Source: an optimization exercise on an open RTL-to-GDS flow (aim: small area and a short achievable clock period). Production flows keep margins and buffers that such runs may drop. At most, simulation tests tie the RTL to the original design; equivalence was not proved. For runs 1 to 3, only the layout was checked, not whether the RTL still works. No run shown here takes its clock network from TritonCTS; it comes from the design's own scripts or RTL. The flow treats the clock pin as an ideal source. Dropping or thinning the clock tree relies on that and would not hold on a real chip. No activity file was given, so power comes from the tool's default toggle rates.

[flow/standard.sh]
#!/bin/bash
# synth_recipe.tcl (not shown) runs the flow's synth.tcl, then flattens the netlist and writes it again
# the make line also repeats each setting of config.mk as NAME=value (left out here)
make -C /OpenROAD-flow-scripts/flow DESIGN_CONFIG=/design/flow/config.mk WORK_HOME=/design/flow/orfs CLKGATE_MAP_FILE= SYNTH_SCRIPT=/design/flow/synth_recipe.tcl "${@:-finish}"
[flow/design.v]
module syc_FIFO #(
    parameter DATA_WIDTH = 32,
    parameter DEPTH      = 16
)(
    input                       wr_en,
    input                       rd_en,
    input      [DATA_WIDTH-1:0] wr_data,
    input                       clk,
    input                       rstb,
    output reg [DATA_WIDTH-1:0] rd_data,
    output reg                  full,
    output wire                 empty
);
    localparam J = DEPTH / 2;
    reg [DATA_WIDTH-1:0] memory [DEPTH-1:0];
    reg [DEPTH-1:0]      wr_sel, rd_sel;
    reg [J-1:0]          fill;
    reg                  not_empty;
    assign empty = ~not_empty;
    wire wr = wr_en & ~full;
    wire rd = rd_en & not_empty;
    wire one_word = fill[0] & ~fill[1];           
    wire one_free = fill[J-1] & ~fill[J-2];       
    wire up   = wr & ~rd;                         
    wire down = rd & ~wr;                         
    wire wr_load = full & rd_en;
    wire wr_step = wr & ~(up & one_free);
    wire wr_hold = ~wr_load & ~wr;
    wire rd_load = ~not_empty & wr_en;
    wire rd_step = rd & ~(down & one_word);
    wire rd_hold = ~rd_load & ~rd;
    wire [DEPTH-1:0] wr_sel_next = ({DEPTH{wr_load}} & rd_sel)
                                 | ({DEPTH{wr_step}} & {wr_sel[DEPTH-2:0], wr_sel[DEPTH-1]})
                                 | ({DEPTH{wr_hold}} & wr_sel);
    wire [DEPTH-1:0] rd_sel_next = ({DEPTH{rd_load}} & wr_sel)
                                 | ({DEPTH{rd_step}} & {rd_sel[DEPTH-2:0], rd_sel[DEPTH-1]})
                                 | ({DEPTH{rd_hold}} & rd_sel);
    integer i;
    always @(posedge clk)
        for (i = 0; i < DEPTH; i = i + 1)
            if (wr_en & wr_sel[i]) memory[i] <= wr_data;
    reg [DATA_WIDTH-1:0] rd_word;
    always @* begin
        rd_word = {DATA_WIDTH{1'b0}};
        for (i = 0; i < DEPTH; i = i + 1)
            rd_word = rd_word | (memory[i] & {DATA_WIDTH{rd_sel[i]}});
    end
    always @(posedge clk or negedge rstb) begin
        if (!rstb) begin
            wr_sel    <= 1;
            rd_sel    <= 0;
            fill      <= 0;
            rd_data   <= 0;
            full      <= 1'b0;
            not_empty <= 1'b0;
        end else begin
            if (rd) rd_data <= rd_word;
            wr_sel <= wr_sel_next;
            rd_sel <= rd_sel_next;
            if (up) begin
                fill      <= {fill[J-2:0], ~fill[J-1]};
                not_empty <= 1'b1;
                full      <= one_free;
            end else if (down) begin
                fill      <= {~fill[0], fill[J-1:1]};
                full      <= 1'b0;
                not_empty <= ~one_word;
            end
        end
    end
endmodule
[flow/flow/pre_cts.tcl]
# Runs before ORFS's CTS step: builds the clock tree by hand (mancts.tcl)
# and stands in for TritonCTS, whose tree has one buffer level more.
source [file join [file dirname [info script]] mancts.tcl]
set nsinks [llength [[[ord::get_db_block] findNet clk] getITerms]]
set nleaves [expr {max(4, int(round($nsinks / 24.0)))}]
mancts_build $nleaves 4
set_propagated_clock [all_clocks]
rename clock_tree_synthesis my_tritoncts_unused
proc clock_tree_synthesis { args } {
  puts "clock tree built by mancts.tcl; clock_tree_synthesis $args not run"
}
[flow/config.mk]
export PLATFORM = sky130hd
export DESIGN_NAME = syc_FIFO
export DESIGN_NICKNAME = syc_FIFO
export VERILOG_FILES = /design/flow/design.v
export SDC_FILE = /design/flow/constraint.sdc
export NUM_CORES = 4
export LEC_CHECK = 0
export CAP_MARGIN = 20
export CORE_MARGIN = 2
export CORE_UTILIZATION = 40
export SETUP_SLACK_MARGIN = 1.3
export SLEW_MARGIN = 20
[flow/flow/run.sh]
#!/bin/bash
# Standard ORFS layout (the standard.sh, synthesis unchanged) with:
#  - port buffers of a plain buffer cell instead of the one buffer_ports picks;
#  - a hand-built two-level clock tree (flow/pre_cts.tcl, flow/mancts.tcl)
#    in place of TritonCTS's three-level one.
set -uo pipefail
here=$(pwd)
bash standard.sh \
  BUFFER_PORTS_ARGS="-buffer_cell sky130_fd_sc_hd__buf_4" \
  PRE_CTS_TCL="$here/flow/pre_cts.tcl" \
  finish > flow_make.log 2>&1
[flow/flow/mancts.tcl]
# Two-level clock tree built by hand: the clock port drives one root
# clkbuf_16 in the middle of the sinks, which drives one clkbuf_16 per
# cluster of flip-flops (k-means on the flip-flop positions).
proc mancts_build { nclusters {nroots 1} {bufname sky130_fd_sc_hd__clkbuf_16} {rootname sky130_fd_sc_hd__clkbuf_16} } {
  set block [ord::get_db_block]
  set db [ord::get_db]
  set master [$db findMaster $bufname]
  set rmaster [$db findMaster $rootname]
  set clk_net [$block findNet clk]
  set sinks {}
  set xs {}
  set ys {}
  foreach it [$clk_net getITerms] {
    set inst [$it getInst]
    set bb [$inst getBBox]
    lappend sinks $it
    lappend xs [expr {([$bb xMin] + [$bb xMax]) / 2.0}]
    lappend ys [expr {([$bb yMin] + [$bb yMax]) / 2.0}]
  }
  set n [llength $sinks]
  puts "mancts: $n sinks, $nclusters clusters"
  # k-means, seeded on a grid over the sinks' bounding box
  set xmin [tcl::mathfunc::min {*}$xs]; set xmax [tcl::mathfunc::max {*}$xs]
  set ymin [tcl::mathfunc::min {*}$ys]; set ymax [tcl::mathfunc::max {*}$ys]
  set g [expr {int(ceil(sqrt($nclusters)))}]
  set cx {}; set cy {}
  for {set k 0} {$k < $nclusters} {incr k} {
    set i [expr {$k % $g}]; set j [expr {$k / $g}]
    set gy [expr {int(ceil(double($nclusters) / $g))}]
    lappend cx [expr {$xmin + ($i + 0.5) * ($xmax - $xmin) / $g}]
    lappend cy [expr {$ymin + ($j + 0.5) * ($ymax - $ymin) / $gy}]
  }
  set cap [expr {int(ceil(double($n) / $nclusters * 1.15))}]
  for {set iter 0} {$iter < 30} {incr iter} {
    # capacity-limited assignment: nearest centre with room left
    set order {}
    for {set s 0} {$s < $n} {incr s} {
      set best 1e30
      for {set k 0} {$k < $nclusters} {incr k} {
        set d [expr {abs([lindex $xs $s] - [lindex $cx $k]) + abs([lindex $ys $s] - [lindex $cy $k])}]
        if {$d < $best} { set best $d }
      }
      lappend order [list $s $best]
    }
    set order [lsort -real -index 1 $order]
    set cnt [lrepeat $nclusters 0]
    set asg [lrepeat $n 0]
    foreach e $order {
      set s [lindex $e 0]
      set best 1e30; set bk 0
      for {set k 0} {$k < $nclusters} {incr k} {
        if {[lindex $cnt $k] >= $cap} continue
        set d [expr {abs([lindex $xs $s] - [lindex $cx $k]) + abs([lindex $ys $s] - [lindex $cy $k])}]
        if {$d < $best} { set best $d; set bk $k }
      }
      lset asg $s $bk
      lset cnt $bk [expr {[lindex $cnt $bk] + 1}]
    }
    set sx [lrepeat $nclusters 0.0]; set sy [lrepeat $nclusters 0.0]
    for {set s 0} {$s < $n} {incr s} {
      set k [lindex $asg $s]
      lset sx $k [expr {[lindex $sx $k] + [lindex $xs $s]}]
      lset sy $k [expr {[lindex $sy $k] + [lindex $ys $s]}]
    }
    for {set k 0} {$k < $nclusters} {incr k} {
      set c [lindex $cnt $k]
      if {$c > 0} {
        lset cx $k [expr {[lindex $sx $k] / $c}]
        lset cy $k [expr {[lindex $sy $k] / $c}]
      }
    }
  }
  puts "mancts: cluster sizes $cnt"
  # group the leaf buffers into nroots groups, one root buffer each
  set rasg [mancts_kmeans $cx $cy $nroots]
  set leaf_nets {}
  set root_nets {}
  for {set r 0} {$r < $nroots} {incr r} {
    set sx 0.0; set sy 0.0; set c 0
    for {set k 0} {$k < $nclusters} {incr k} {
      if {[lindex $rasg $k] == $r} { set sx [expr {$sx + [lindex $cx $k]}]; set sy [expr {$sy + [lindex $cy $k]}]; incr c }
    }
    set root [odb::dbInst_create $block $rmaster clkbuf_root_$r]
    $root setLocation [expr {int($sx / $c)}] [expr {int($sy / $c)}]
    $root setPlacementStatus PLACED
    set root_net [odb::dbNet_create $block clknet_root_$r]
    $root_net setSigType CLOCK
    [$root findITerm A] connect $clk_net
    [$root findITerm X] connect $root_net
    lappend root_nets $root_net
    puts "mancts: root $r drives $c leaves"
  }
  for {set k 0} {$k < $nclusters} {incr k} {
    set b [odb::dbInst_create $block $master clkbuf_leaf_$k]
    $b setLocation [expr {int([lindex $cx $k])}] [expr {int([lindex $cy $k])}]
    $b setPlacementStatus PLACED
    set ln [odb::dbNet_create $block clknet_leaf_$k]
    $ln setSigType CLOCK
    [$b findITerm A] connect [lindex $root_nets [lindex $rasg $k]]
    [$b findITerm X] connect $ln
    lappend leaf_nets $ln
  }
  for {set s 0} {$s < $n} {incr s} {
    set it [lindex $sinks $s]
    $it disconnect
    $it connect [lindex $leaf_nets [lindex $asg $s]]
  }
}

# plain capacity-limited k-means on points, returns the assignment list
proc mancts_kmeans { xs ys k } {
  set n [llength $xs]
  set cap [expr {int(ceil(double($n) / $k))}]
  set idx [lsort -real -indices $xs]
  set cx {}; set cy {}
  for {set j 0} {$j < $k} {incr j} {
    set p [lindex $idx [expr {int(($j + 0.5) * $n / $k)}]]
    lappend cx [lindex $xs $p]; lappend cy [lindex $ys $p]
  }
  for {set iter 0} {$iter < 20} {incr iter} {
    set cnt [lrepeat $k 0]
    set asg [lrepeat $n 0]
    for {set s 0} {$s < $n} {incr s} {
      set best 1e30; set bk 0
      for {set j 0} {$j < $k} {incr j} {
        if {[lindex $cnt $j] >= $cap} continue
        set d [expr {abs([lindex $xs $s] - [lindex $cx $j]) + abs([lindex $ys $s] - [lindex $cy $j])}]
        if {$d < $best} { set best $d; set bk $j }
      }
      lset asg $s $bk
      lset cnt $bk [expr {[lindex $cnt $bk] + 1}]
    }
    for {set j 0} {$j < $k} {incr j} {
      set sx 0.0; set sy 0.0; set c 0
      for {set s 0} {$s < $n} {incr s} {
        if {[lindex $asg $s] == $j} { set sx [expr {$sx + [lindex $xs $s]}]; set sy [expr {$sy + [lindex $ys $s]}]; incr c }
      }
      if {$c} { lset cx $j [expr {$sx / $c}]; lset cy $j [expr {$sy / $c}] }
    }
  }
  return $asg
}
[flow/constraint.sdc]
create_clock -name core_clock -period 3.0 [get_ports {clk}]
set_input_delay 0.6000 -clock core_clock [delete_from_list [all_inputs] [get_ports {clk}]]
set_output_delay 0.6000 -clock core_clock [all_outputs]
set_load 0.01 [all_outputs]
==> out/summary.txt, run 1 <==
Outcome = timing/DRC/antenna clean
Slew headroom = 0.5047
DIE AREA = 55280 um^2
Sequential share of power = 0.661
Main synth FF type = edfxtp_1
Floorplan core area = 52660 um^2
Combinational power share = 0.049
Critical path's slowest cell = dfrtp_4
Crit path kind = register to register
Non-filler cells, final = 1942
Final Hold Fails = 0
Int Pwr = 10.80 mW
Largest net degree at the start of global routing = 37
IO buf count = 69
Kind of cell adding the most delay to the critical path = flip-flops
Net Sw Frac = 0.2053
Power per cell area = 551.6 nW/um^2
Effective utilization at floorplan = 0.4058
Setup TNS = 0 ns
Post-DRT Antenna Nets = 0
CP required = 3.23 ns
Via-per-instance ratio = 6.110
Total Wirelength = 59.46 mm
Register area share after synthesis = 0.8062
MaxCap Viol Count = 0
Row cnt = 84
Share of cells above drive strength 1 = 0.2273
Fin. max-slew vios = 0
Layout Area Growth over Synthesis = 15.26%
Register clock-pin slew on the reported worst setup and hold paths = 0.10 ns
Mapped Cells = 1146
Post-DP HPWL = 26.45 mm
Die extent in y = 235.1 um
Number of enable flip-flop cells after synthesis = 512
Critical Path Max Stage Delay = 0.61 ns
Post-CTS Hold Buffers = 0
Worst Path Max Fanout = 15
Switch Pwr = 2.789 mW
Die width = 235.1 um
Fmax achieved = 562.6 MHz
Congestion Overflow GR = 0
Reg2reg start = rd_sel[13]
Gr usage total = 0.1940
R2R Setup Slk = 1.22 ns
Vias in the first global route = 11010
Global-route wire length before repair = 79.54 mm
Residual DRC = 0
Final instance area = 24630 um^2
Syn avg cell area = 18.65 um^2
Unrepaired setup endpoints after global routing = true
Total number of vias = 11870
Synthesized area = 21370 um^2
Setup ws final = 1.223 ns
Hold slack = 0.2253 ns
Routed WL per cell = 30.62 um
Setup violations, final = 0
Tightest Pin Transition = 0.7430 ns
Post-Place Cells = 1845
Crit-path cells = buf_12 > a22o_1 > a221oi_1 > and4_1 > o21ai_1
Antenna Cells = 0
Crit start category = register
Clock Latency Late Sink = 0.37 ns
Leading area contributor after synthesis = edfxtp_1
Synth area leaders = edfxtp_1, dfrtp_1, a221oi_1
Maximum vdd drop = 0.2782 mV
Post-synth top area share = 0.7195
Post-placement cell area = 22630 um^2
Most numerous cell in the Yosys netlist = edfxtp_1
Hold WC Path Type = input pin to async pin
Nature of the critical path endpoint = register
Syn. warnings = 2
Ys async rst share = 0.1263
Worst R2R Path Depth = 5
CP Buf/Inv Count = 1
TritonRoute pass-1 iters = 10
Post-synth net total = 1184
Minimum clock period = 1.777 ns
Clk pwr share = 0.291
Leakage = 8.235 nW
Final net count = 1294
GPL Wtd Cong = 0.7613
R2r endpoint = rd_data[28]
Period utilization = 0.5925
Commonest cells in the netlist = edfxtp_1, a221oi_1, a22o_1
Initial antenna violation count = 1
Clk_skew = 0.04243 ns
DR iter-0 viols = 1805
#FFs+latches synth = 586
I/O pin count = 70
Critical path startpoint = rd_sel[13]
Placement Setup Slack = 0.8383 ns
Cell variety after synth = 30
Arrival @ worst endpoint = 2.00 ns
==> worst reg2reg max path: cells and delay by family, from the launching register on <==
family / cells / cell delay [ns]
compound gates: 3 / 0.53
buf+inv: 1 / 0.22
flops: 1 / 0.61
simple gates: 1 / 0.28
==> cell type report <==
type | count | area [um^2]
buffer | 28 | 700.7
fill | 4353 | 28030
inverter | 37 | 141.4
multi-input combinational | 441 | 3871
sequential | 586 | 17290
tap | 688 | 860.8
timing repair buffer | 162 | 1765
==> state kept, by name, summed over array words and instances (netlist names) <==
name,flops
fill,8
not_empty,1
rd_data,32
memory,512
rd_sel,16
wr_sel,16
full,1
==> cells by family (layout without fill, tap and decap cells) <==
group / count (synthesis) / in the layout / share of synthesized area
AO/OA/AOI/OAI: 331 / 331 / 0.1302
adder cells (fa/ha/maj): 2 / 2 / 0.001171
buffers and inverters: 121 / 227 / 0.03027
flip-flops: 586 / 586 / 0.8062
multiplexers: 8 / 8 / 0.003748
AND/OR/NAND/NOR: 98 / 100 / 0.02834
==> cells in the final DEF, fill, tap and decap left out, drive strengths merged, types with 32 or more instances in the layout <==
cell    count
a221oi    128
a222oi     32
a22o      128
and4       32
buf       159
dfrtp      73
edfxtp    512
inv        37
nand2      42
o21ai      40
==> stage by stage <==
stage	total power, mW	utilization
2_1_floorplan	9.522	-
3_3_place_gp	9.722	0.4297
3_5_place_dp	9.745	0.4297
4_1_cts	13.60	0.4516
5_1_grt	13.96	0.4677
6_report	13.58	0.4677
==> repair_timing <==
item                       4_1_cts  5_1_grt
pin swaps                        6       21
buffers inserted                26       39
gates resized for setup         29       51
gates cloned                     1        3
setup endpoints to repair       83       74
==> power groups by stage <==
| stage | clock (mW) | sequential, mW | combinational [mW] |
|---|---|---|---|
| after global routing | 4.25 | 8.99 | 0.716 |
| after floorplan | 0 | 9.14 | 0.377 |
| final | 3.95 | 8.98 | 0.663 |
| after global placement | 0 | 9.16 | 0.567 |
| after detailed placement | 0 | 9.16 | 0.590 |
| after CTS | 3.99 | 8.99 | 0.621 |
==> worst max path at each step <==
stage	end	slack (ns)	cells after the start
6_report	rd_data[28]	1.22	5
3_3_place_gp	rd_data[19]	0.79	5
2_1_floorplan	wr_sel[10]	1.0	11
5_1_grt	rd_data[28]	1.16	5
4_1_cts	rd_data[7]	1.23	4
3_5_place_dp	wr_sel[5]	0.84	5
==> routing by layer <==
metal / part of all wire / track usage / vias up / routed length, um
met5: 0.00022 / 0 / - / 13
met4: 0.022 / 0.03855 / 2 / 1317
met3: 0.084 / 0.01864 / 71 / 5017
met2: 0.48 / 0.3153 / 605 / 28650
met1: 0.41 / 0.2870 / 6217 / 24460
li1: - / - / 4970 / -
==> run 2, diff against run 1 <==
--- a/flow/config.mk
+++ b/flow/config.mk
@@ -8,5 +8,5 @@
 export CAP_MARGIN = 20
 export CORE_MARGIN = 2
 export CORE_UTILIZATION = 40
-export SETUP_SLACK_MARGIN = 1.3
+export SETUP_SLACK_MARGIN = 1.45
 export SLEW_MARGIN = 20
==> run 2 against run 1 <==
  * Sequential share of layout area shrank 2.0 points
  * Final area up 3.0%
  * Cell count is 1.1% higher
  * Worst hold slack better by 0.095 ns
  * Clock power increased by 2%
  * Combinational power increased by 13%
  * Setup slack better by 0.036 ns
  * Core utilization increased by 1.4 points
  * Critical endpoint is now rd_data[30]
==> out/summary.txt, run 2 <==
Outcome = timing/DRC/antenna clean
Tightest Pin Transition = 0.8214 ns (+0.07835 ns)
Net Sw Frac = 0.2116 (+0.006241)
CP required = 3.22 ns (about the same)
#FFs+latches synth = 586 (unchanged)
Most common cell after layout, fill and taps aside = edfxtp_1
Power per cell area = 542.7 nW/um^2 (-1.6%)
R2R Setup Slk = 1.26 ns (+0.04 ns)
Total Wirelength = 62.68 mm (+5.4%)
Commonest cells in the netlist = edfxtp_1, a221oi_1, a22o_1
Post-CTS Hold Buffers = 0 (unchanged)
Post-Place Cells = 1834 (-0.60%)
Register clock-pin slew on the reported worst setup and hold paths = 0.11 ns (about the same)
Cell variety after synth = 30 (unchanged)
Synth area leaders = edfxtp_1, dfrtp_1, a221oi_1
Synthesized area = 21370 um^2 (unchanged)
Int Pwr = 10.85 mW (+0.53%)
Final Hold Fails = 0 (unchanged)
Routed WL per cell = 31.91 um (+4.2%)
Share of cells above drive strength 1 = 0.2896 (+0.06237)
Post-DRT Antenna Nets = 0 (unchanged)
GPL Wtd Cong = 0.7308 (-4.0%)
Critical path's slowest cell = dfrtp_4
Ys async rst share = 0.1263 (unchanged)
R2r endpoint = rd_data[30]
Setup violations, final = 0 (unchanged)
Die width = 235.1 um (unchanged)
Via-per-instance ratio = 6.216 (+1.7%)
Clock Latency Late Sink = 0.38 ns (about the same)
Unrepaired setup endpoints after global routing = true
Leakage = 8.561 nW (+4.0%)
Gr usage total = 0.2119 (+0.01790)
Floorplan core area = 52660 um^2 (unchanged)
Total number of vias = 12210 (+2.9%)
Number of enable flip-flop cells after synthesis = 512 (unchanged)
Fmax achieved = 574.2 MHz (+2.1%)
Kind of cell adding the most delay to the critical path = flip-flops
Residual DRC = 0 (unchanged)
MaxCap Viol Count = 0 (unchanged)
Final net count = 1314 (+1.5%)
Critical Path Max Stage Delay = 0.57 ns (-0.04 ns)
Most flops, register = memory
Slew headroom = 0.4524 (-0.05223)
Worst R2R Path Depth = 5 (unchanged)
Crit path kind = register to register
Nature of the critical path endpoint = register
Die extent in y = 235.1 um (unchanged)
Clk pwr share = 0.293 (+0.002)
Row cnt = 84 (unchanged)
DR iter-0 viols = 1975 (+9.4%)
Top flop regs = memory x512, rd_data x32
Post-DP HPWL = 25.88 mm (-2.2%)
Minimum clock period = 1.742 ns (-0.03581 ns)
I/O pin count = 70 (unchanged)
Crit start category = register
TritonRoute pass-1 iters = 10 (unchanged)
Post-synth top area share = 0.7195 (unchanged)
Most frequent cells in the layout = edfxtp_1, a22o_1, buf_4
Combinational power share = 0.054 (+0.005)
Clk_skew = 0.03741 ns (-0.005028 ns)
# fillers = 4252 (-2.3%)
Arrival @ worst endpoint = 1.96 ns (-0.04 ns)
Vias in the first global route = 11900 (+8.1%)
Global-route wire length before repair = 86.04 mm (+8.2%)
Max reg flops = 512 (unchanged)
Hold WC Path Type = input pin to async pin
Area of the multi-input gates = 4323 um^2 (+12%)
DIE AREA = 55280 um^2 (unchanged)
Post-synth net total = 1184 (unchanged)
Crit-path cells = buf_4 > a22o_1 > a221oi_1 > and4_4 > o21ai_2
Initial antenna violation count = 3 (+2)
Period utilization = 0.5806 (-0.01194)
Register area share after synthesis = 0.8062 (unchanged)
Syn avg cell area = 18.65 um^2 (unchanged)
Layout Area Growth over Synthesis = 18.70%
Most numerous cell in the Yosys netlist = edfxtp_1
Maximum vdd drop = 0.2849 mV (+2.4%)
Storage element area = 17290 um^2 (unchanged)
Syn. warnings = 2 (unchanged)
IO buf count = 69 (unchanged)
Setup TNS = 0 ns (unchanged)
Largest net degree at the start of global routing = 55 (+49%)
Fin. max-slew vios = 0 (unchanged)
Effective utilization at floorplan = 0.4058 (unchanged)
Reg2reg start = rd_sel[4]
Switch Pwr = 2.912 mW (+4.4%)
Sequential share of power = 0.653 (-0.008)
Congestion Overflow GR = 0 (unchanged)
CP Buf/Inv Count = 1 (unchanged)
Worst Path Max Fanout = 6 (-9)
Mapped Cells = 1146 (unchanged)
Leading area contributor after synthesis = edfxtp_1
Main synth FF type = edfxtp_1
Non-filler cells, final = 1964 (+1.1%)
## run 2: cell count changes in the layout (fill, tap and decap cells not counted), moves of 5 or more
cell	change
and2_4	+14
and2_2	-9
buf_12	-5
and4_1	-8
buf_16	+8
a221oi_2	+51
a221oi_1	-51
buf_6	+12
and4_4	+8
## run 2: power groups by stage
| stage | sequential [mW] | clock (mW) | combinational, mW |
|---|---|---|---|
| after floorplan | 9.14 | 0 | 0.393 |
| after global placement | 9.15 | 0 | 0.551 |
| after detailed placement | 9.16 | 0 | 0.577 |
| after CTS | 8.99 | 4.06 | 0.672 |
| after global routing | 9.00 | 4.31 | 0.807 |
| final | 8.99 | 4.03 | 0.749 |
## run 2: metrics by stage
step	instance area, um^2	power, mW	util	worst slack, ns	hold slack [ns]
after detailed placement	22490	9.734	0.4271	0.7167	0.4792
after floorplan	21460	9.538	-	0.9973	0.3044
after global placement	22480	9.705	0.4270	0.4209	0.4758
after global routing	25360	14.12	0.4816	1.182	0.3720
after CTS	24930	13.72	0.4735	1.321	0.3452
final	25360	13.77	0.4817	1.258	0.3204
## run 2: routing by layer
layer  GRT usage  share of wire
met2      0.3446           0.47
met5           0              0
met1      0.3011           0.40
met4     0.05082          0.028
met3     0.03295          0.098
## run 2: cell type report
cell class	instances	share of cell area
antenna	2	0.0001973
buffer	28	0.02762
inverter	37	0.005673
multi-input combinational	447	0.1704
sequential	586	0.6816
tap	688	0.03394
timing repair buffer	176	0.08051
## run 2: how the worst max path moves through the flow
| stage | startpoint | endpoint | cells after the start | slack, ns |
|---|---|---|---|---|
| floorplan | rd_en | wr_sel[10] | 11 | 1.0 |
| global placement | rd_en | rd_sel[8] | 7 | 0.42 |
| detailed placement | rd_en | rd_sel[8] | 7 | 0.72 |
| CTS | rd_sel[14] | rd_data[16] | 6 | 1.32 |
| global route | rd_sel[4] | rd_data[30] | 5 | 1.18 |
| finish | rd_sel[4] | rd_data[30] | 5 | 1.26 |
## run 2: cells by family (layout without fill, tap and decap cells)
| family | count (synthesis) | count (layout) | share of synthesized area |
|---|---|---|---|
| fa+ha+maj | 2 | 2 | 0.001171 |
| compound gates | 331 | 332 | 0.1302 |
| simple gates | 98 | 105 | 0.02834 |
| other cells | 0 | 2 | 0 |
| mux | 8 | 8 | 0.003748 |
| buf+inv | 121 | 241 | 0.03027 |
| flops | 586 | 586 | 0.8062 |
## run 2: timing repair
item                                    CTS  global route
cloned                                    7             7
resized for setup                       126            47
pin swaps                                56            56
setup buffers                            70            16
hold endpoints to repair                  0             0
endpoints found under the setup margin  136           244
==> run 3, diff against run 2 <==
--- a/flow/design.v
+++ b/flow/design.v
@@ -14,6 +14,7 @@
     localparam J = DEPTH / 2;
     reg [DATA_WIDTH-1:0] memory [DEPTH-1:0];
     reg [DEPTH-1:0]      wr_sel, rd_sel;
+    reg [DEPTH-1:0]      rd_mux_lo, rd_mux_hi;
     reg [J-1:0]          fill;
     reg                  not_empty;
     assign empty = ~not_empty;
@@ -39,11 +40,16 @@
     always @(posedge clk)
         for (i = 0; i < DEPTH; i = i + 1)
             if (wr_en & wr_sel[i]) memory[i] <= wr_data;
+    localparam LO = DATA_WIDTH / 2;
     reg [DATA_WIDTH-1:0] rd_word;
     always @* begin
         rd_word = {DATA_WIDTH{1'b0}};
         for (i = 0; i < DEPTH; i = i + 1)
-            rd_word = rd_word | (memory[i] & {DATA_WIDTH{rd_sel[i]}});
+            rd_word = rd_word | (memory[i] & {{(DATA_WIDTH-LO){rd_mux_hi[i]}}, {LO{rd_mux_lo[i]}}});
+    end
+    always @(posedge clk) begin
+        rd_mux_lo <= rd_sel_next;
+        rd_mux_hi <= rd_sel_next;
     end
     always @(posedge clk or negedge rstb) begin
         if (!rstb) begin
--- a/flow/config.mk
+++ b/flow/config.mk
@@ -8,5 +8,5 @@
 export CAP_MARGIN = 20
 export CORE_MARGIN = 2
 export CORE_UTILIZATION = 40
-export SETUP_SLACK_MARGIN = 1.45
+export SETUP_SLACK_MARGIN = 1.35
 export SLEW_MARGIN = 20
==> run 3 against run 2 <==
  * Fmax is 2.6% higher
  * Final area is 4.2% lower
  * Largest cell class unchanged
  * Via count is 4.5% lower
  * First-iteration DRC count is 27% lower
  * Die area is 0.76% higher
  * Still clean on timing, DRC and antenna
==> out/summary.txt, run 3 <==
R2R Setup Slk = 1.30 ns (+0.04 ns)
Commonest cells in the netlist = edfxtp_1, a221oi_1, a22o_1
Post-Place Cells = 1877 (+2.3%)
GPL Wtd Cong = 0.7880 (+7.8%)
Power Total = 14.02 mW (+1.8%)
Row cnt = 85 (+1.2%)
Crit path kind = register to register
Tightest Pin Transition = 0.6871 ns (-0.1343 ns)
Worst R2R Path Depth = 7 (+2)
Fin. max-slew vios = 0 (unchanged)
Post-DRT Antenna Nets = 0 (unchanged)
Arrival @ worst endpoint = 1.91 ns (-0.05 ns)
Power per cell area = 577.1 nW/um^2 (+6.3%)
Clk_skew = 0.04290 ns (+0.005489 ns)
Effective utilization at floorplan = 0.4025 (-0.003281)
Hold slack = 0.2717 ns (-0.04868 ns)
Max reg flops = 512 (unchanged)
GRT Max-Usage Layer = met2
Final Hold Fails = 0 (unchanged)
GR Util met2 = 0.3185 (-0.02607)
Die width = 236.0 um (+0.38%)
Gr usage total = 0.1908 (-0.02116)
Via-per-instance ratio = 6.009 (-3.3%)
CP Depth = 7 (+2)
M3 GR Usage = 0.02727 (-0.005683)
Period utilization = 0.5659 (-0.01470)
Congestion Overflow GR = 0 (unchanged)
Syn avg cell area = 18.79 um^2 (+0.77%)
GR Util met1 = 0.2749 (-0.02628)
Largest net degree at the start of global routing = 46 (-16%)
Setup TNS = 0 ns (unchanged)
Residual DRC = 0 (unchanged)
Slew headroom = 0.5419 (+0.08951)
Most common cell after layout, fill and taps aside = edfxtp_1
Syn. warnings = 2 (unchanged)
Most frequent cells in the layout = edfxtp_1, a22o_1, a221oi_1
Critical path's slowest cell = dfrtp_1
Kind of cell adding the most delay to the critical path = simple AND/OR/NAND/NOR gates
#FFs+latches synth = 602 (+2.7%)
TritonRoute pass-1 iters = 11 (+1)
DR iter-0 viols = 1434 (-27%)
Main synth FF type = edfxtp_1
Outcome = timing/DRC/antenna clean
Mapped Cells = 1146 (unchanged)
Layout Area Growth over Synthesis = 12.79%
Floorplan core area = 53500 um^2 (+1.6%)
Share of cells above drive strength 1 = 0.1768 (-0.1128)
Register clock-pin slew on the reported worst setup and hold paths = 0.09 ns (-0.02 ns)
IO buf count = 69 (unchanged)
Total Wirelength = 55.35 mm (-12%)
Post-DP HPWL = 28.56 mm (+10%)
Total number of vias = 11660 (-4.5%)
Register area share after synthesis = 0.8149 (+0.008691)
Non-filler cells, final = 1941 (-1.2%)
Crit start category = register
Critical Path Max Stage Delay = 0.43 ns (-0.14 ns)
MaxCap Viol Count = 0 (unchanged)
Worst Path Max Fanout = 8 (+2)
Ys async rst share = 0.1229 (-0.003356)
Minimum clock period = 1.698 ns (-0.04411 ns)
Post-synth net total = 1184 (unchanged)
Global-route wire length before repair = 78.97 mm (-8.2%)
Fmax achieved = 589.1 MHz (+2.6%)
Routed WL per cell = 28.52 um (-11%)
Most numerous cell in the Yosys netlist = edfxtp_1
CP Buf/Inv Count = 2 (+1)
Leading area contributor after synthesis = edfxtp_1
Final net count = 1284 (-2.3%)
Hold WC Path Type = input pin to async pin
Cell variety after synth = 30 (unchanged)
Maximum vdd drop = 0.3679 mV (+29%)
Number of enable flip-flop cells after synthesis = 512 (unchanged)
Most flops, register = memory
Top flop regs = memory x512, rd_data x32
Crit-path cells = nand2b_4 > inv_4 > ha_4 > nand3b_4 > and2_4 > a222oi_1 > inv_1
Synth area leaders = edfxtp_1, dfrtp_1, a221oi_1
Vias in the first global route = 11420 (-4.0%)
Synthesized area = 21530 um^2 (+0.77%)
Setup violations, final = 0 (unchanged)
Unrepaired setup endpoints after global routing = true
Post-synth top area share = 0.7140 (-0.005519)
Clock Latency Late Sink = 0.37 ns (about the same)
Die extent in y = 236.0 um (+0.38%)
DIE AREA = 55710 um^2 (+0.76%)
Initial antenna violation count = 3 (unchanged)
Post-CTS Hold Buffers = 0 (unchanged)
Nature of the critical path endpoint = register
I/O pin count = 70 (unchanged)
Leakage = 8.101 nW (-5.4%)
CP required = 3.21 ns (about the same)
# fillers = 4540 (+6.8%)
Fin util = 0.4540 (-0.02770)
## run 3: cell count changes in the layout (fill, tap and decap cells not counted), sizes merged
cell	change
diode	-1
buf	-38
clkbuf	-2
and2b	-1
a31oi	-1
nor2b	+1
dfxtp	+16
and2	-5
## run 3: cell families after synthesis
kind of cell	synth area share
buf+inv	0.02260
mux	0.003719
flops	0.8149
simple gates	0.02807
fa+ha+maj	0.001162
compound gates	0.1295
## run 3: final timing paths
| path | to | startpoint |
|---|---|---|
| setup / recovery | wr_sel[15] | full |
| hold / removal | wr_sel[3] | rstb |
| setup reg to reg | wr_sel[15] | full |
| hold reg to reg | rd_data[27] | rd_data[27] |
| max in group asynchronous | wr_sel[15] | rstb |
| min in group core_clock | rd_data[27] | rd_data[27] |
## run 3: stage by stage
step / instance area (um^2) / setup slack (ns)
2_1_floorplan: 21610 / 0.9935
4_1_cts: 24020 / 1.341
6_report: 24290 / 1.302
3_5_place_dp: 23010 / 0.7126
5_1_grt: 24280 / 1.232
3_3_place_gp: 23010 / 0.7848
## run 3: worst register-to-register path: cells and delay by family (launching register included)
| family | cells | cell delay [ns] |
|---|---|---|
| flops | 1 | 0.43 |
| buf+inv | 2 | 0.18 |
| compound gates | 1 | 0.32 |
| fa+ha+maj | 1 | 0.16 |
| simple gates | 3 | 0.49 |
## run 3: layout make-up
class	count	area, um^2	area share
multi-input cells	441	3647	0.1502
diodes	1	2.502	0.0001030
well taps	696	870.8	0.03586
plain buffers	29	725.7	0.02988
repair buffers	135	1292	0.05322
inverters	37	146.4	0.006028
flip-flops and latches	602	17600	0.7247
## run 3: power breakdown
group          internal, mW  total, mW  switching (mW)
combinational         0.285      0.786           0.501
clock                  1.75       4.06            2.31
sequential             9.11       9.18          0.0659
total                  11.1       14.0            2.88
## run 3: timing repair
| action | CTS | global route |
|---|---|---|
| resized for setup | 31 | 16 |
| setup endpoints to repair | 93 | 80 |
| cloned | 2 | 0 |
| pin swaps | 7 | 14 |
| buffers inserted | 14 | 18 |
| endpoints found under the hold margin | 0 | 0 |
## run 3: layer usage
| metal | share of wire | vias up |
|---|---|---|
| met1 | 0.44 | 6162 |
| met4 | 0.013 | 4 |
| met2 | 0.47 | 473 |
| met5 | 0.00043 | - |
| met3 | 0.074 | 52 |
| li1 | - | 4972 |
==> run 4, diff against run 3 <==
--- a/flow/design.v
+++ b/flow/design.v
@@ -14,7 +14,7 @@
     localparam J = DEPTH / 2;
     reg [DATA_WIDTH-1:0] memory [DEPTH-1:0];
     reg [DEPTH-1:0]      wr_sel, rd_sel;
-    reg [DEPTH-1:0]      rd_mux_lo, rd_mux_hi;
+    reg [DEPTH-1:0]      rd_sel_hi;          
     reg [J-1:0]          fill;
     reg                  not_empty;
     assign empty = ~not_empty;
@@ -36,6 +36,9 @@
     wire [DEPTH-1:0] rd_sel_next = ({DEPTH{rd_load}} & wr_sel)
                                  | ({DEPTH{rd_step}} & {rd_sel[DEPTH-2:0], rd_sel[DEPTH-1]})
                                  | ({DEPTH{rd_hold}} & rd_sel);
+    wire [DEPTH-1:0] rd_sel_hi_next = ({DEPTH{rd_load}} & wr_sel)
+                                    | ({DEPTH{rd_step}} & {rd_sel_hi[DEPTH-2:0], rd_sel_hi[DEPTH-1]})
+                                    | ({DEPTH{rd_hold}} & rd_sel_hi);
     integer i;
     always @(posedge clk)
         for (i = 0; i < DEPTH; i = i + 1)
@@ -45,16 +48,13 @@
     always @* begin
         rd_word = {DATA_WIDTH{1'b0}};
         for (i = 0; i < DEPTH; i = i + 1)
-            rd_word = rd_word | (memory[i] & {{(DATA_WIDTH-LO){rd_mux_hi[i]}}, {LO{rd_mux_lo[i]}}});
-    end
-    always @(posedge clk) begin
-        rd_mux_lo <= rd_sel_next;
-        rd_mux_hi <= rd_sel_next;
+            rd_word = rd_word | (memory[i] & {{(DATA_WIDTH-LO){rd_sel_hi[i]}}, {LO{rd_sel[i]}}});
     end
     always @(posedge clk or negedge rstb) begin
         if (!rstb) begin
             wr_sel    <= 1;
             rd_sel    <= 0;
+            rd_sel_hi <= 0;
             fill      <= 0;
             rd_data   <= 0;
             full      <= 1'b0;
@@ -63,6 +63,7 @@
             if (rd) rd_data <= rd_word;
             wr_sel <= wr_sel_next;
             rd_sel <= rd_sel_next;
+            rd_sel_hi <= rd_sel_hi_next;
             if (up) begin
                 fill      <= {fill[J-2:0], ~fill[J-1]};
                 not_empty <= 1'b1;
==> run 4 against run 3 <==
  * Critical path type unchanged
  * Clock power barely moved
  * First-iteration DRC count shrank 18%
  * Combinational power is 77% higher
  * Global-route usage is 0.74 points lower
  * Core utilization about the same
  * Highest routed layer unchanged
  * Still clean
==> out/summary.txt, run 4 <==
Clock Latency Late Sink = 0.37 ns (about the same)
Combinational power share = 0.093 (+0.037)
Post-DP HPWL = 27.43 mm (-4.0%)
Leading area contributor after synthesis = edfxtp_1
Antenna Cells = 0 (-1)
CP required = 3.22 ns (about the same)
Routed WL per cell = 27.71 um (-2.8%)
Post-DRT Antenna Nets = 0 (unchanged)
Worst R2R Path Depth = 5 (-2)
Mapped Cells = 1181 (+3.1%)
Fin util = 0.4545 (+0.0004790)
Crit start category = register
Leakage = 7.926 nW (-2.2%)
Post-placement cell area = 23070 um^2 (+0.27%)
Initial antenna violation count = 1 (-2)
Congestion Overflow GR = 0 (unchanged)
Unrepaired setup endpoints after global routing = true
Clk pwr share = 0.271 (-0.018)
Maximum vdd drop = 0.3744 mV (+1.8%)
Synth area leaders = edfxtp_1, dfrtp_1, a221oi_1
Sequential share of power = 0.636 (-0.019)
Most frequent cells in the layout = edfxtp_1, buf_4, a22o_1
Share of cells above drive strength 1 = 0.1906 (+0.01370)
Net Sw Frac = 0.2240 (+0.01877)
Gr usage total = 0.1834 (-0.007399)
Via-per-instance ratio = 6.023 (+0.23%)
Arrival @ worst endpoint = 1.90 ns (about the same)
Max reg flops = 512 (unchanged)
Layout Area Growth over Synthesis = 11.94%
Commonest cells in the netlist = edfxtp_1, a221oi_1, a22o_1
Final net count = 1289 (+0.39%)
Minimum clock period = 1.675 ns (-0.02298 ns)
Total number of vias = 11710 (+0.44%)
Total Wirelength = 53.89 mm (-2.6%)
Most flops, register = memory
Synthesized area = 21890 um^2 (+1.7%)
Int Pwr = 11.61 mW (+4.2%)
Setup ws final = 1.325 ns (+0.02298 ns)
Die width = 237.9 um (+0.82%)
IO buf count = 69 (unchanged)
Fmax achieved = 597.2 MHz (+1.4%)
CP Depth = 5 (-2)
Register clock-pin slew on the reported worst setup and hold paths = 0.09 ns (about the same)
Most common cell after layout, fill and taps aside = edfxtp_1
Most numerous cell in the Yosys netlist = edfxtp_1
CP Buf/Inv Count = 1 (-1)
Hold slack = 0.2877 ns (+0.01601 ns)
Crit-path cells = clkbuf_4 > a22o_1 > a221oi_1 > and3_1 > a41oi_1
Critical path's slowest cell = dfrtp_4
Reg2reg start = rd_sel[15]
GPL Wtd Cong = 0.7319 (-7.1%)
R2r endpoint = rd_data[0]
Ys async rst share = 0.1495 (+0.02658)
Final Hold Fails = 0 (unchanged)
Setup violations, final = 0 (unchanged)
Clk_skew = 0.04722 ns (+0.004328 ns)
Setup TNS = 0 ns (unchanged)
Syn. warnings = 2 (unchanged)
Tightest Pin Transition = 0.7918 ns (+0.1047 ns)
R2R Setup Slk = 1.33 ns (+0.02 ns)
Outcome = timing/DRC/antenna clean
Die extent in y = 237.9 um (+0.82%)
# fillers = 4546 (+0.13%)
I/O pin count = 70 (unchanged)
TritonRoute pass-1 iters = 7 (-4)
Crit path kind = register to register
Post-synth net total = 1219 (+3.0%)
Top flop regs = memory x512, rd_data x32
Row cnt = 85 (unchanged)
Vias in the first global route = 11420 (+0.035%)
Worst Path Max Fanout = 7 (-1)
Kind of cell adding the most delay to the critical path = flip-flops
Floorplan core area = 53920 um^2 (+0.80%)
Critical path startpoint = rd_sel[15]
Largest net degree at the start of global routing = 65 (+41%)
Number of enable flip-flop cells after synthesis = 512 (unchanged)
Residual DRC = 0 (unchanged)
Syn avg cell area = 18.54 um^2 (-1.3%)
MaxCap Viol Count = 0 (unchanged)
Final instance area = 24510 um^2 (+0.90%)
Fin. max-slew vios = 0 (unchanged)
#FFs+latches synth = 602 (unchanged)
Period utilization = 0.5582 (-0.007660)
Nature of the critical path endpoint = register
Register area share after synthesis = 0.8052 (-0.009709)
Critical Path Max Stage Delay = 0.57 ns (+0.14 ns)
Switch Pwr = 3.352 mW (+16%)
DR iter-0 viols = 1183 (-18%)
Post-Place Cells = 1871 (-0.32%)
Termination of the worst setup path = rd_data[0]
Placement Setup Slack = 0.6424 ns (-0.07019 ns)
Post-CTS Hold Buffers = 0 (unchanged)
Power per cell area = 610.5 nW/um^2 (+5.8%)
Slew headroom = 0.4722 (-0.06977)
Power Total = 14.96 mW (+6.7%)
Effective utilization at floorplan = 0.4060 (+0.003484)
Post-synth top area share = 0.7023 (-0.01171)
Main synth FF type = edfxtp_1
Cell variety after synth = 31 (+3.3%)
Non-filler cells, final = 1945 (+0.21%)
Hold WC Path Type = input pin to async pin
Global-route wire length before repair = 77.42 mm (-2.0%)
DIE AREA = 56620 um^2 (+1.6%)
run 4: changes by cell type after synthesis, sizes merged, moves of 31 or more:
cell / delta
and4: -32
a221oi: -32
a22oi: +64
a41oi: +32
nor2: +31
and3: +32
nand2: -31
a22o: -32
o21ai: -31
a221o: +32
buf: +41
run 4: cells by family after synthesis:
logic type | count (synthesis) | synth area share
AOI/OAI and AO/OA | 347 | 0.1363
adders and majority gates | 2 | 0.001143
buffers and inverters | 108 | 0.02515
DFF | 602 | 0.8052
muxes | 8 | 0.003715
and+or+nand+nor | 114 | 0.02852
run 4: power by group through the flow:
stage,Clock (mW),Combinational (mW),Sequential [mW]
after detailed placement,0,1.30,9.69
after global routing,4.38,1.54,9.55
after global placement,0,1.27,9.69
after floorplan,0,0.698,9.71
after CTS,4.13,1.37,9.52
final,4.05,1.39,9.52
run 4: worst min path at each step:
stage                   to  cells after the start     from
6_report       rd_data[28]                      1     rstb
5_1_grt        rd_data[28]                      1     rstb
4_1_cts        rd_data[28]                      1     rstb
3_5_place_dp       fill[1]                      2  fill[1]
3_3_place_gp       fill[4]                      2  fill[4]
2_1_floorplan      fill[0]                      0     rstb
run 4: layer usage:
metal  GRT usage  up-vias  wire [um]
met5           0        -         14
met4     0.03774        2       1076
met3     0.01411       66       3237
met2      0.3153      426      26690
met1      0.2576     6166      22870
li1            -     5054          -
run 4: layout make-up:
class / count / area (um^2) / area share
buffer: 29 / 725.7 / 0.02961
inverter: 21 / 83.83 / 0.003421
multi-input combinational: 475 / 4011 / 0.1637
sequential: 602 / 17700 / 0.7225
tap: 696 / 870.8 / 0.03554
timing repair buffer: 122 / 1110 / 0.04529
run 4: what timing repair did:
action	4_1_cts	5_1_grt
buffers inserted	22	19
gates cloned	2	2
pin swaps	3	10
resized for setup	55	25
endpoints found under the setup margin	78	68
==> run 5, diff against run 4 <==
==> flow/design.v (replaced) <==
module syc_FIFO #(
    parameter DATA_WIDTH = 32,
    parameter DEPTH      = 16
)(
    input                       wr_en,
    input                       rd_en,
    input      [DATA_WIDTH-1:0] wr_data,
    input                       clk,
    input                       rstb,
    output reg [DATA_WIDTH-1:0] rd_data,
    output reg                  full,
    output wire                 empty
);
    localparam J = DEPTH / 2;
    reg [DATA_WIDTH-1:0] memory [DEPTH-1:0];
    reg [DEPTH-1:0]      wr_sel, rd_sel;
    reg [DEPTH-1:0]      rd_mux_lo, rd_mux_hi;
    reg [J-1:0]          fill;
    reg                  not_empty;
    assign empty = ~not_empty;
    wire wr = wr_en & ~full;
    wire rd = rd_en & not_empty;
    wire one_word = fill[0] & ~fill[1];           
    wire one_free = fill[J-1] & ~fill[J-2];       
    wire up   = wr & ~rd;                         
    wire down = rd & ~wr;                         
    wire wr_load = full & rd_en;
    wire wr_step = wr_en & ~full & (rd_en | ~one_free);
    wire wr_hold = full ? ~rd_en : ~wr_en;
    wire rd_load = ~not_empty & wr_en;
    wire rd_step = rd_en & not_empty & (wr_en | ~one_word);
    wire rd_hold = not_empty ? ~rd_en : ~wr_en;
    wire [DEPTH-1:0] wr_sel_next = ({DEPTH{wr_load}} & rd_sel)
                                 | ({DEPTH{wr_step}} & {wr_sel[DEPTH-2:0], wr_sel[DEPTH-1]})
                                 | ({DEPTH{wr_hold}} & wr_sel);
    wire [DEPTH-1:0] rd_sel_next = ({DEPTH{rd_load}} & wr_sel)
                                 | ({DEPTH{rd_step}} & {rd_sel[DEPTH-2:0], rd_sel[DEPTH-1]})
                                 | ({DEPTH{rd_hold}} & rd_sel);
    integer i;
    always @(posedge clk)
        for (i = 0; i < DEPTH; i = i + 1)
            if (wr_en & wr_sel[i]) memory[i] <= wr_data;
    localparam LO = DATA_WIDTH / 2;
    reg [DATA_WIDTH-1:0] rd_word;
    always @* begin
        rd_word = {DATA_WIDTH{1'b0}};
        for (i = 0; i < DEPTH; i = i + 1)
            rd_word = rd_word | (memory[i] & {{(DATA_WIDTH-LO){rd_mux_hi[i]}}, {LO{rd_mux_lo[i]}}});
    end
    always @(posedge clk) begin
        rd_mux_lo <= rd_sel_next;
        rd_mux_hi <= rd_sel_next;
    end
    always @(posedge clk or negedge rstb) begin
        if (!rstb) begin
            wr_sel    <= 1;
            rd_sel    <= 0;
            fill      <= 0;
            rd_data   <= 0;
            full      <= 1'b0;
            not_empty <= 1'b0;
        end else begin
            if (rd) rd_data <= rd_word;
            wr_sel <= wr_sel_next;
            rd_sel <= rd_sel_next;
            full      <= full ? ~rd_en : (wr_en & ~rd_en & one_free);
            not_empty <= not_empty ? ~(rd_en & ~wr_en & one_word) : wr_en;
            if (up)
                fill <= {fill[J-2:0], ~fill[J-1]};
            else if (down)
                fill <= {~fill[0], fill[J-1:1]};
        end
    end
endmodule
==> run 5 against run 4 <==
  * Still clean on timing, DRC and antenna
  * Worst hold slack worse by 0.0036 ns
  * Final area fell by 2.0%
  * Total power shrank 8.3%
  * Wire length fell by 2.7%
  * Setup slack gained 0.041 ns
  * Sequential power fell by 3.8%
  * Via count fell by 2.8%
  * First-iteration DRC count rose by 13%
==> out/summary.txt, run 5 <==
Most flops, register = memory
Setup violations, final = 0 (unchanged)
Tightest Pin Transition = 0.6921 ns (-0.09970 ns)
Gr usage total = 0.1802 (-0.003162)
Switch Pwr = 2.722 mW (-19%)
IO buf count = 69 (unchanged)
MaxCap Viol Count = 0 (unchanged)
Ys async rst share = 0.1229 (-0.02658)
Post-synth top area share = 0.7153 (+0.01304)
Sequential share of power = 0.668 (+0.032)
Max reg flops = 512 (unchanged)
DIE AREA = 55600 um^2 (-1.8%)
Clock Latency Late Sink = 0.38 ns (about the same)
Most frequent cells in the layout = edfxtp_1, a22o_1, a221oi_1
R2r endpoint = rd_data[20]
Combinational power share = 0.035 (-0.058)
Cell variety after synth = 31 (unchanged)
Post-placement cell area = 22830 um^2 (-1.0%)
Final instance area = 24020 um^2 (-2.0%)
Post-Place Cells = 1854 (-0.91%)
Share of cells above drive strength 1 = 0.1630 (-0.02757)
Worst R2R Path Depth = 4 (-1)
R2R Setup Slk = 1.37 ns (+0.04 ns)
Power Total = 13.71 mW (-8.3%)
Final Hold Fails = 0 (unchanged)
Initial antenna violation count = 2 (+1)
Antenna Cells = 0 (unchanged)
Crit path kind = register to register
Total Wirelength = 52.46 mm (-2.7%)
Clk pwr share = 0.297 (+0.026)
Floorplan core area = 52870 um^2 (-2.0%)
Congestion Overflow GR = 0 (unchanged)
Termination of the worst setup path = rd_data[20]
Mapped Cells = 1142 (-3.3%)
Reg2reg start = rd_mux_hi[2]
Hold WC Path Type = input pin to async pin
Total number of vias = 11390 (-2.8%)
Critical path startpoint = rd_mux_hi[2]
Syn avg cell area = 18.82 um^2 (+1.5%)
Post-DP HPWL = 27.18 mm (-0.92%)
Arrival @ worst endpoint = 1.86 ns (-0.04 ns)
Vias in the first global route = 11230 (-1.7%)
Slew headroom = 0.5386 (+0.06647)
Nature of the critical path endpoint = register
Setup TNS = 0 ns (unchanged)
TritonRoute pass-1 iters = 7 (unchanged)
Final net count = 1260 (-2.2%)
Fmax achieved = 612.2 MHz (+2.5%)
Fin. max-slew vios = 0 (unchanged)
Register area share after synthesis = 0.8165 (+0.01123)
Residual DRC = 0 (unchanged)
Main synth FF type = edfxtp_1
Via-per-instance ratio = 5.964 (-0.97%)
Number of enable flip-flop cells after synthesis = 512 (unchanged)
CP required = 3.23 ns (about the same)
Minimum clock period = 1.634 ns (-0.04109 ns)
Post-synth net total = 1179 (-3.3%)
Synthesized area = 21490 um^2 (-1.8%)
Post-DRT Antenna Nets = 0 (unchanged)
Die width = 235.8 um (-0.90%)
Syn. warnings = 2 (unchanged)
Global-route wire length before repair = 75.43 mm (-2.6%)
Period utilization = 0.5445 (-0.01370)
Effective utilization at floorplan = 0.4066 (+0.0005507)
Commonest cells in the netlist = edfxtp_1, a221oi_1, a22o_1
Clk_skew = 0.03817 ns (-0.009053 ns)
Unrepaired setup endpoints after global routing = true
Routed WL per cell = 27.48 um (-0.83%)
Net Sw Frac = 0.1985 (-0.02553)
Fin util = 0.4544 (about the same)
Most common cell after layout, fill and taps aside = edfxtp_1
Synth area leaders = edfxtp_1, dfrtp_1, a221oi_1
#FFs+latches synth = 602 (unchanged)
Maximum vdd drop = 0.3087 mV (-18%)
Outcome = timing/DRC/antenna clean
Layout Area Growth over Synthesis = 11.77%
Crit start category = register
Top flop regs = memory x512, rd_data x32
Power per cell area = 570.8 nW/um^2 (-6.5%)
GPL Wtd Cong = 0.7300 (-0.26%)
Leakage = 7.957 nW (+0.39%)
Non-filler cells, final = 1909 (-1.9%)
Die extent in y = 235.8 um (-0.90%)
Largest net degree at the start of global routing = 53 (-18%)
Worst Path Max Fanout = 14 (+7)
Row cnt = 84 (-1.2%)
Int Pwr = 10.99 mW (-5.3%)
Register clock-pin slew on the reported worst setup and hold paths = 0.10 ns (about the same)
Most numerous cell in the Yosys netlist = edfxtp_1
I/O pin count = 70 (unchanged)
DR iter-0 viols = 1340 (+13%)
Leading area contributor after synthesis = edfxtp_1
run 5: cell types whose count changed in the layout (fill, tap and decap cells not counted), moves of 32 or more:
cell      previous run  this run
a41oi_1             32         0
o21ai_1              0        39
a22oi_1             64         0
a22o_1              96       128
a221o_1             32         0
a221oi_1            78       121
run 5: worst min path at each step:
stage / startpoint / to / slack (ns) / cells after the start
after detailed placement: rd_data[12] / rd_data[12] / 0.48 / 2
after global placement: rd_data[13] / rd_data[13] / 0.48 / 2
final: rstb / rd_data[12] / 0.28 / 1
after CTS: rstb / rd_data[12] / 0.29 / 1
after floorplan: rstb / fill[0] / 0.30 / 0
after global routing: rstb / rd_data[12] / 0.33 / 1
run 5: power by group through the flow:
stage	logic (mW)	registers, mW	clock network [mW]
6_report	0.479	9.16	4.07
3_5_place_dp	0.470	9.36	0
4_1_cts	0.474	9.16	4.14
3_3_place_gp	0.452	9.36	0
5_1_grt	0.534	9.17	4.44
2_1_floorplan	0.274	9.35	0
run 5: metal layers:
metal / GRT usage / part of all wire
met4: 0.02606 / 0.019
met5: 0 / 0.00021
met2: 0.3150 / 0.49
met1: 0.2511 / 0.42
met3: 0.01720 / 0.066
run 5: timing repair:
item	CTS	global route
resized for setup	23	15
setup buffers	7	19
gates cloned	0	0
pin swaps	1	3
endpoints found under the setup margin	86	108
hold buffers	0	0
run 5: logic make-up (layout without fill, tap and decap cells):
group	count (synthesis)	after routing	synth area share
adder cells (fa/ha/maj)	1	1	0.0005820
AO/OA/AOI/OAI	332	332	0.1300
flip-flops	602	602	0.8165
AND/OR/NAND/NOR	97	97	0.02800
multiplexers	8	8	0.003726
buffers and inverters	102	181	0.02125
run 5: final cells by class:
type | instances | area (um^2)
multi-input combinational | 438 | 3615
buffer | 29 | 725.7
timing repair buffer | 117 | 1080
tap | 688 | 860.8
sequential | 602 | 17610
inverter | 35 | 131.4
fill | 4454 | 28840
run 5: worst max-delay path: stages (launching register included):
cell,delay [ns]
dfxtp_4,0.44
a22o_1,0.23
a221oi_1,0.42
and4_1,0.32
o21ai_1,0.08
run 5: through the flow:
step           setup slack [ns]  hold WS [ns]
3_5_place_dp             0.8452        0.4804
5_1_grt                   1.346        0.3321
6_report                  1.367        0.2841
3_3_place_gp             0.8558        0.4770
4_1_cts                   1.319        0.2905
2_1_floorplan             1.286        0.3044
==> run 6, diff against run 5 <==
==> flow/flow/run.sh (replaced) <==
#!/bin/bash
# Standard ORFS layout (the standard.sh, synthesis unchanged) with:
#  - port buffers of a plain buffer cell instead of the one buffer_ports picks;
#  - a hand-built two-level clock tree (flow/pre_cts.tcl, flow/mancts.tcl)
#    in place of TritonCTS's three-level one;
#  - gate sizing not held to cells of the same footprint.
set -uo pipefail
here=$(pwd)
bash standard.sh \
  BUFFER_PORTS_ARGS="-buffer_cell sky130_fd_sc_hd__buf_4" \
  PRE_CTS_TCL="$here/flow/pre_cts.tcl" \
  MATCH_CELL_FOOTPRINT=0 \
  finish > flow_make.log 2>&1
==> run 6 against run 5 <==
  * Total power grew 0.29%
  * Worst hold slack lost 0.073 ns
  * Largest power group unchanged
  * Clock skew shrank 0.013 ns
  * Combinational power grew 5.4%
  * Register-to-register slack is essentially flat
  * Wire length grew 1.2%
  * Area after synthesis is the same
  * Clock power is essentially flat
  * Fmax shrank 0.43%
  * Sequential share of layout area grew 0.17 points
==> out/summary.txt, run 6 <==
Post-DRT Antenna Nets = 0 (unchanged)
Post-CTS Hold Buffers = 0 (unchanged)
Most common cell on crit path = buf_4
Tightest Pin Transition = 0.6763 ns (-0.01571 ns)
Register area share after synthesis = 0.8165 (unchanged)
Initial antenna violation count = 1 (-1)
Total number of vias = 11270 (-0.99%)
Critical path's slowest cell = buf_4
Main synth FF type = edfxtp_1
Maximum vdd drop = 0.3249 mV (+5.3%)
#FFs+latches synth = 602 (unchanged)
Fin. max-slew vios = 0 (unchanged)
I/O pin count = 70 (unchanged)
Number of enable flip-flop cells after synthesis = 512 (unchanged)
Final Hold Fails = 0 (unchanged)
Slew headroom = 0.5491 (+0.01047)
Routed WL per cell = 28.04 um (+2.0%)
Floorplan core area = 52870 um^2 (unchanged)
MaxCap Viol Count = 0 (unchanged)
Vias in the first global route = 11220 (-0.098%)
Layout Area Growth over Synthesis = 11.51%
Mapped Cells = 1142 (unchanged)
Period utilization = 0.5468 (+0.002343)
Outcome = timing/DRC/antenna clean
Antenna Cells = 0 (unchanged)
IO buf count = 69 (unchanged)
Post-DP HPWL = 27.30 mm (+0.48%)
Setup violations, final = 0 (unchanged)
Via-per-instance ratio = 5.955 (-0.16%)
Post-synth net total = 1179 (unchanged)
Synth area leaders = edfxtp_1, dfrtp_1, a221oi_1
Nature of the critical path endpoint = register
Residual DRC = 0 (unchanged)
Cell variety after synth = 31 (unchanged)
Critical Path Max Stage Delay = 0.53 ns (+0.09 ns)
Crit-path cells = buf_4 > and2_2 > buf_4
Power per cell area = 573.7 nW/um^2 (+0.52%)
Leading area contributor after synthesis = edfxtp_1
Leakage = 7.899 nW (-0.72%)
Effective utilization at floorplan = 0.4066 (unchanged)
Arrival @ worst endpoint = 1.63 ns (-0.23 ns)
Crit path kind = input pin to register
Die extent in y = 235.8 um (unchanged)
Global-route wire length before repair = 77.48 mm (+2.7%)
CP required = 2.99 ns (-0.24 ns)
Ys async rst share = 0.1229 (unchanged)
Most flops, register = memory
Setup TNS = 0 ns (unchanged)
Most numerous cell in the Yosys netlist = edfxtp_1
Share of cells above drive strength 1 = 0.1552 (-0.007794)
Minimum clock period = 1.641 ns (+0.007030 ns)
TritonRoute pass-1 iters = 6 (-1)
Post-synth top area share = 0.7153 (unchanged)
Total Wirelength = 53.07 mm (+1.2%)
Gr usage total = 0.1850 (+0.004792)
Row cnt = 84 (unchanged)
Largest net degree at the start of global routing = 40 (-25%)
Final net count = 1244 (-1.3%)
Syn avg cell area = 18.82 um^2 (unchanged)
Clock Latency Late Sink = 0.36 ns (-0.02 ns)
DR iter-0 viols = 1331 (-0.67%)
Unrepaired setup endpoints after global routing = true
Max reg flops = 512 (unchanged)
Register clock-pin slew on the reported worst setup and hold paths = 0.09 ns (about the same)
Most common cell after layout, fill and taps aside = edfxtp_1
Top flop regs = memory x512, rd_data x32
Crit start category = input pin
Most frequent cells in the layout = edfxtp_1, a22o_1, a221oi_1
Fin util = 0.4534 (-0.001042)
Synthesized area = 21490 um^2 (unchanged)
Fmax achieved = 609.6 MHz (-0.43%)
Syn. warnings = 2 (unchanged)
# fillers = 4471 (+0.38%)
Hold WC Path Type = input pin to async pin
Clk_skew = 0.02548 ns (-0.01269 ns)
Commonest cells in the netlist = edfxtp_1, a221oi_1, a22o_1
DIE AREA = 55600 um^2 (unchanged)
Die width = 235.8 um (unchanged)
Congestion Overflow GR = 0 (unchanged)
Worst Path Max Fanout = 32 (+18)
GPL Wtd Cong = 0.7452 (+2.1%)
[run 6: cell count changes in the layout (fill, tap and decap cells not counted), sizes merged]
cell,before,now
buf,117,101
[run 6: kinds of logic after synthesis]
kind of cell             count (synthesis)  synth area share
flip-flops                             602            0.8165
AO/OA/AOI/OAI                          332            0.1300
buffers and inverters                  102           0.02125
AND/OR/NAND/NOR                         97           0.02800
multiplexers                             8          0.003726
adder cells (fa/ha/maj)                  1         0.0005820
[run 6: critical path: cells and delay by family]
family                 cells  cell delay [ns]
AND/OR/NAND/NOR            1             0.19
buffers and inverters      2             0.78
[run 6: timing repair]
item | 4_1_cts | 5_1_grt
resized for setup | 32 | 10
buffers inserted | 9 | 10
endpoints found under the hold margin | 0 | 0
endpoints found under the setup margin | 142 | 48
[run 6: stage by stage]
step / worst slack (ns) / power [mW] / area [um^2] / hold WS, ns / std cells
after global placement: 0.1798 / 9.812 / 22770 / 0.4720 / 1845
after CTS: 1.359 / 13.80 / 23770 / 0.2492 / 1883
after floorplan: 1.286 / 9.620 / 21550 / 0.3044 / 1142
after global routing: 1.330 / 14.15 / 23970 / 0.2651 / 1893
after detailed placement: 0.6196 / 9.832 / 22770 / 0.4791 / 1845
final: 1.359 / 13.75 / 23970 / 0.2108 / 1893
[run 6: area by class of cell]
cell class	count	area, um^2	share of cell area
tap	688	860.8	0.03592
buffer	29	725.7	0.03028
inverter	35	131.4	0.005482
sequential	602	17610	0.7347
multi-input combinational	438	3659	0.1526
timing repair buffer	101	980.9	0.04093
[run 6: layer usage]
layer  track usage  vias up  routed length [um]
li1              -     4890                   -
met1        0.2592     5963               22830
met2        0.3203      371               26350
met3       0.01744       49                2999
met4       0.03011        0                 903
met5             0        -                   0
[run 6: worst paths after layout]
kind | startpoint | endpoint | slack [ns] | cells past startpoint
min in group core_clock | rd_data[12] | rd_data[12] | 0.49 | 2
max reg2reg | rd_mux_hi[4] | rd_data[28] | 1.38 | 4
min reg2reg | rd_data[12] | rd_data[12] | 0.49 | 2
max | wr_en | memory[10][29] | 1.36 | 3
max in group asynchronous | rstb | wr_sel[0] | 2.10 | 2
min | rstb | fill[3] | 0.21 | 1
[run 6: report_power, final]
part / switching (mW) / internal [mW] / leakage (nW)
combinational: 0.350 / 0.155 / 1.79
clock: 2.34 / 1.75 / 0.357
sequential: 0.0556 / 9.10 / 5.75
total: 2.75 / 11.0 / 7.90
==> run 7, diff against run 6 <==
--- a/flow/config.mk
+++ b/flow/config.mk
@@ -8,5 +8,5 @@
 export CAP_MARGIN = 20
 export CORE_MARGIN = 2
 export CORE_UTILIZATION = 40
-export SETUP_SLACK_MARGIN = 1.35
+export SETUP_SLACK_MARGIN = 1.55
 export SLEW_MARGIN = 20
==> run 7 against run 6 <==
  * Still clean
  * Clock skew rose by 0.038 ns
  * Clock power about the same
  * Register-to-register slack improved by 0.03 ns
  * Worst hold slack improved by 0.015 ns
  * Die area is the same
  * Critical path depth increased by 2
  * First-iteration DRC count increased by 4.0%
  * Area after synthesis unchanged
  * Global-route usage up 1.4 points
  * Sequential power hardly changed
  * Final area rose by 6.4%
  * Fmax grew 3.0%
  * Largest cell class unchanged
  * Highest routed layer unchanged
==> out/summary.txt, run 7 <==
Final instance area = 25510 um^2 (+6.4%)
Routed WL per cell = 30.53 um (+8.9%)
Worst Path Max Fanout = 9 (-72%)
Post-placement cell area = 22770 um^2 (about the same)
Placement Setup Slack = 0.6262 ns (+0.006536 ns)
Unrepaired setup endpoints after global routing = true
Synth area leaders = edfxtp_1, dfrtp_1, a221oi_1
DR iter-0 viols = 1384 (+4.0%)
MaxCap Viol Count = 0 (unchanged)
Final net count = 1331 (+7.0%)
Period utilization = 0.5311 (-0.01575)
Global-route wire length before repair = 81.57 mm (+5.3%)
Fin util = 0.4826 (+0.02923)
Effective utilization at floorplan = 0.4066 (unchanged)
Most frequent cells in the layout = edfxtp_1, a22o_1, buf_4
Crit-path cells = clkbuf_16 > a22o_1 > a221oi_1 > and4_1 > o21ai_1
Leading area contributor after synthesis = edfxtp_1
Most common cell after layout, fill and taps aside = edfxtp_1
Syn avg cell area = 18.82 um^2 (unchanged)
Total Wirelength = 60.44 mm (+14%)
Maximum vdd drop = 0.3052 mV (-6.1%)
Initial antenna violation count = 0 (-1)
Register area share after synthesis = 0.8165 (unchanged)
Ys async rst share = 0.1229 (unchanged)
Nature of the critical path endpoint = register
Floorplan core area = 52870 um^2 (unchanged)
Tightest Pin Transition = 0.6563 ns (-0.02002 ns)
Antenna Cells = 0 (unchanged)
Post-synth net total = 1179 (unchanged)
Post-Place Cells = 1844 (-0.054%)
Post-DRT Antenna Nets = 0 (unchanged)
Via-per-instance ratio = 6.046 (+1.5%)
Main synth FF type = edfxtp_1
Die width = 235.8 um (unchanged)
IO buf count = 69 (unchanged)
Post-synth top area share = 0.7153 (unchanged)
DIE AREA = 55600 um^2 (unchanged)
Congestion Overflow GR = 0 (unchanged)
Commonest cells in the netlist = edfxtp_1, a221oi_1, a22o_1
CP required = 3.24 ns (+0.25 ns)
Kind of cell adding the most delay to the critical path = compound AO/OA/AOI/OAI gates
Hold WC Path Type = input pin to async pin
Cell variety after synth = 31 (unchanged)
Crit path kind = register to register
Leakage = 8.628 nW (+9.2%)
Gr usage total = 0.1989 (+0.01386)
GPL Wtd Cong = 0.7375 (-1.0%)
Crit start category = register
Die extent in y = 235.8 um (unchanged)
Non-filler cells, final = 1980 (+4.6%)
Number of enable flip-flop cells after synthesis = 512 (unchanged)
Synthesized area = 21490 um^2 (unchanged)
Slew headroom = 0.5624 (+0.01335)
Row cnt = 84 (unchanged)
Fmax achieved = 627.6 MHz (+3.0%)
Clock Latency Late Sink = 0.39 ns (+0.03 ns)
Fin. max-slew vios = 0 (unchanged)
Register clock-pin slew on the reported worst setup and hold paths = 0.10 ns (about the same)
Residual DRC = 0 (unchanged)
Setup violations, final = 0 (unchanged)
Total number of vias = 11970 (+6.2%)
#FFs+latches synth = 602 (unchanged)
Clk_skew = 0.06383 ns (+0.03835 ns)
Layout Area Growth over Synthesis = 18.70%
Critical Path Max Stage Delay = 0.45 ns (-0.08 ns)
Most flops, register = memory
Minimum clock period = 1.593 ns (-0.04725 ns)
Setup ws final = 1.407 ns (+0.04725 ns)
Top flop regs = memory x512, rd_data x32
Share of cells above drive strength 1 = 0.2632 (+0.1080)
Syn. warnings = 2 (unchanged)
# fillers = 4315 (-3.5%)
Arrival @ worst endpoint = 1.83 ns (+0.20 ns)
Outcome = timing/DRC/antenna clean
Mapped Cells = 1142 (unchanged)
TritonRoute pass-1 iters = 9 (+3)
Largest net degree at the start of global routing = 46 (+15%)
Power per cell area = 545.3 nW/um^2 (-5.0%)
Most numerous cell in the Yosys netlist = edfxtp_1
Critical path's slowest cell = dfxtp_4
Post-DP HPWL = 26.62 mm (-2.5%)
Vias in the first global route = 11540 (+2.9%)
I/O pin count = 70 (unchanged)
Setup TNS = 0 ns (unchanged)
CP Buf/Inv Count = 1 (-1)
Max reg flops = 512 (unchanged)
Final Hold Fails = 0 (unchanged)
## run 7: cell counts after synthesis
No cell type changed its count.
## run 7: what timing repair did
action / 4_1_cts / 5_1_grt
buffers inserted: 66 / 25
gates cloned: 5 / 11
hold buffers: 0 / 0
endpoints found under the setup margin: 506 / 419
pin swaps: 46 / 52
resized for setup: 124 / 55
## run 7: final timing paths
path / start / endpoint / slack, ns / depth (start not counted)
setup / recovery: rd_mux_hi[0] / rd_data[20] / 1.41 / 5
hold / removal: rstb / rd_sel[15] / 0.23 / 1
setup reg to reg: rd_mux_hi[0] / rd_data[20] / 1.41 / 5
hold reg to reg: rd_data[27] / rd_data[27] / 0.51 / 2
max in group asynchronous: rstb / rd_data[6] / 2.00 / 2
min in group core_clock: rd_data[27] / rd_data[27] / 0.51 / 2
## run 7: metrics by stage
step	power, mW	hold WS [ns]
2_1_floorplan	9.637	0.3044
3_3_place_gp	9.822	0.4785
3_5_place_dp	9.836	0.4810
4_1_cts	13.90	0.2427
5_1_grt	14.28	0.2761
6_report	13.91	0.2259
## run 7: final cells by class
cell class                      instances  area (um^2)  share of cell area
Buffer                                 29        725.7             0.02845
Tap cell                              688        860.8             0.03374
Inverter                               35        131.4            0.005150
Sequential cell                       602        17610              0.6901
Multi-Input combinational cell        452         4195              0.1644
Timing Repair Buffer                  174         1992             0.07808
## run 7: kinds of logic after synthesis
group / synth area share
flip-flops: 0.8165
AO/OA/AOI/OAI: 0.1300
adder cells (fa/ha/maj): 0.0005820
buffers and inverters: 0.02125
multiplexers: 0.003726
AND/OR/NAND/NOR: 0.02800
## run 7: per-layer routing
| layer | global-route usage | share of wire |
|---|---|---|
| met1 | 0.2713 | 0.41 |
| met2 | 0.3365 | 0.48 |
| met3 | 0.02762 | 0.077 |
| met4 | 0.05289 | 0.031 |
| met5 | 0 | 0 |
## run 7: power by group
| part | switching (mW) | total, mW | leakage [nW] | internal [mW] |
|---|---|---|---|---|
| Combinational | 0.437 | 0.682 | 2.52 | 0.245 |
| Clock | 2.33 | 4.07 | 0.357 | 1.75 |
| Sequential | 0.0550 | 9.16 | 5.75 | 9.10 |
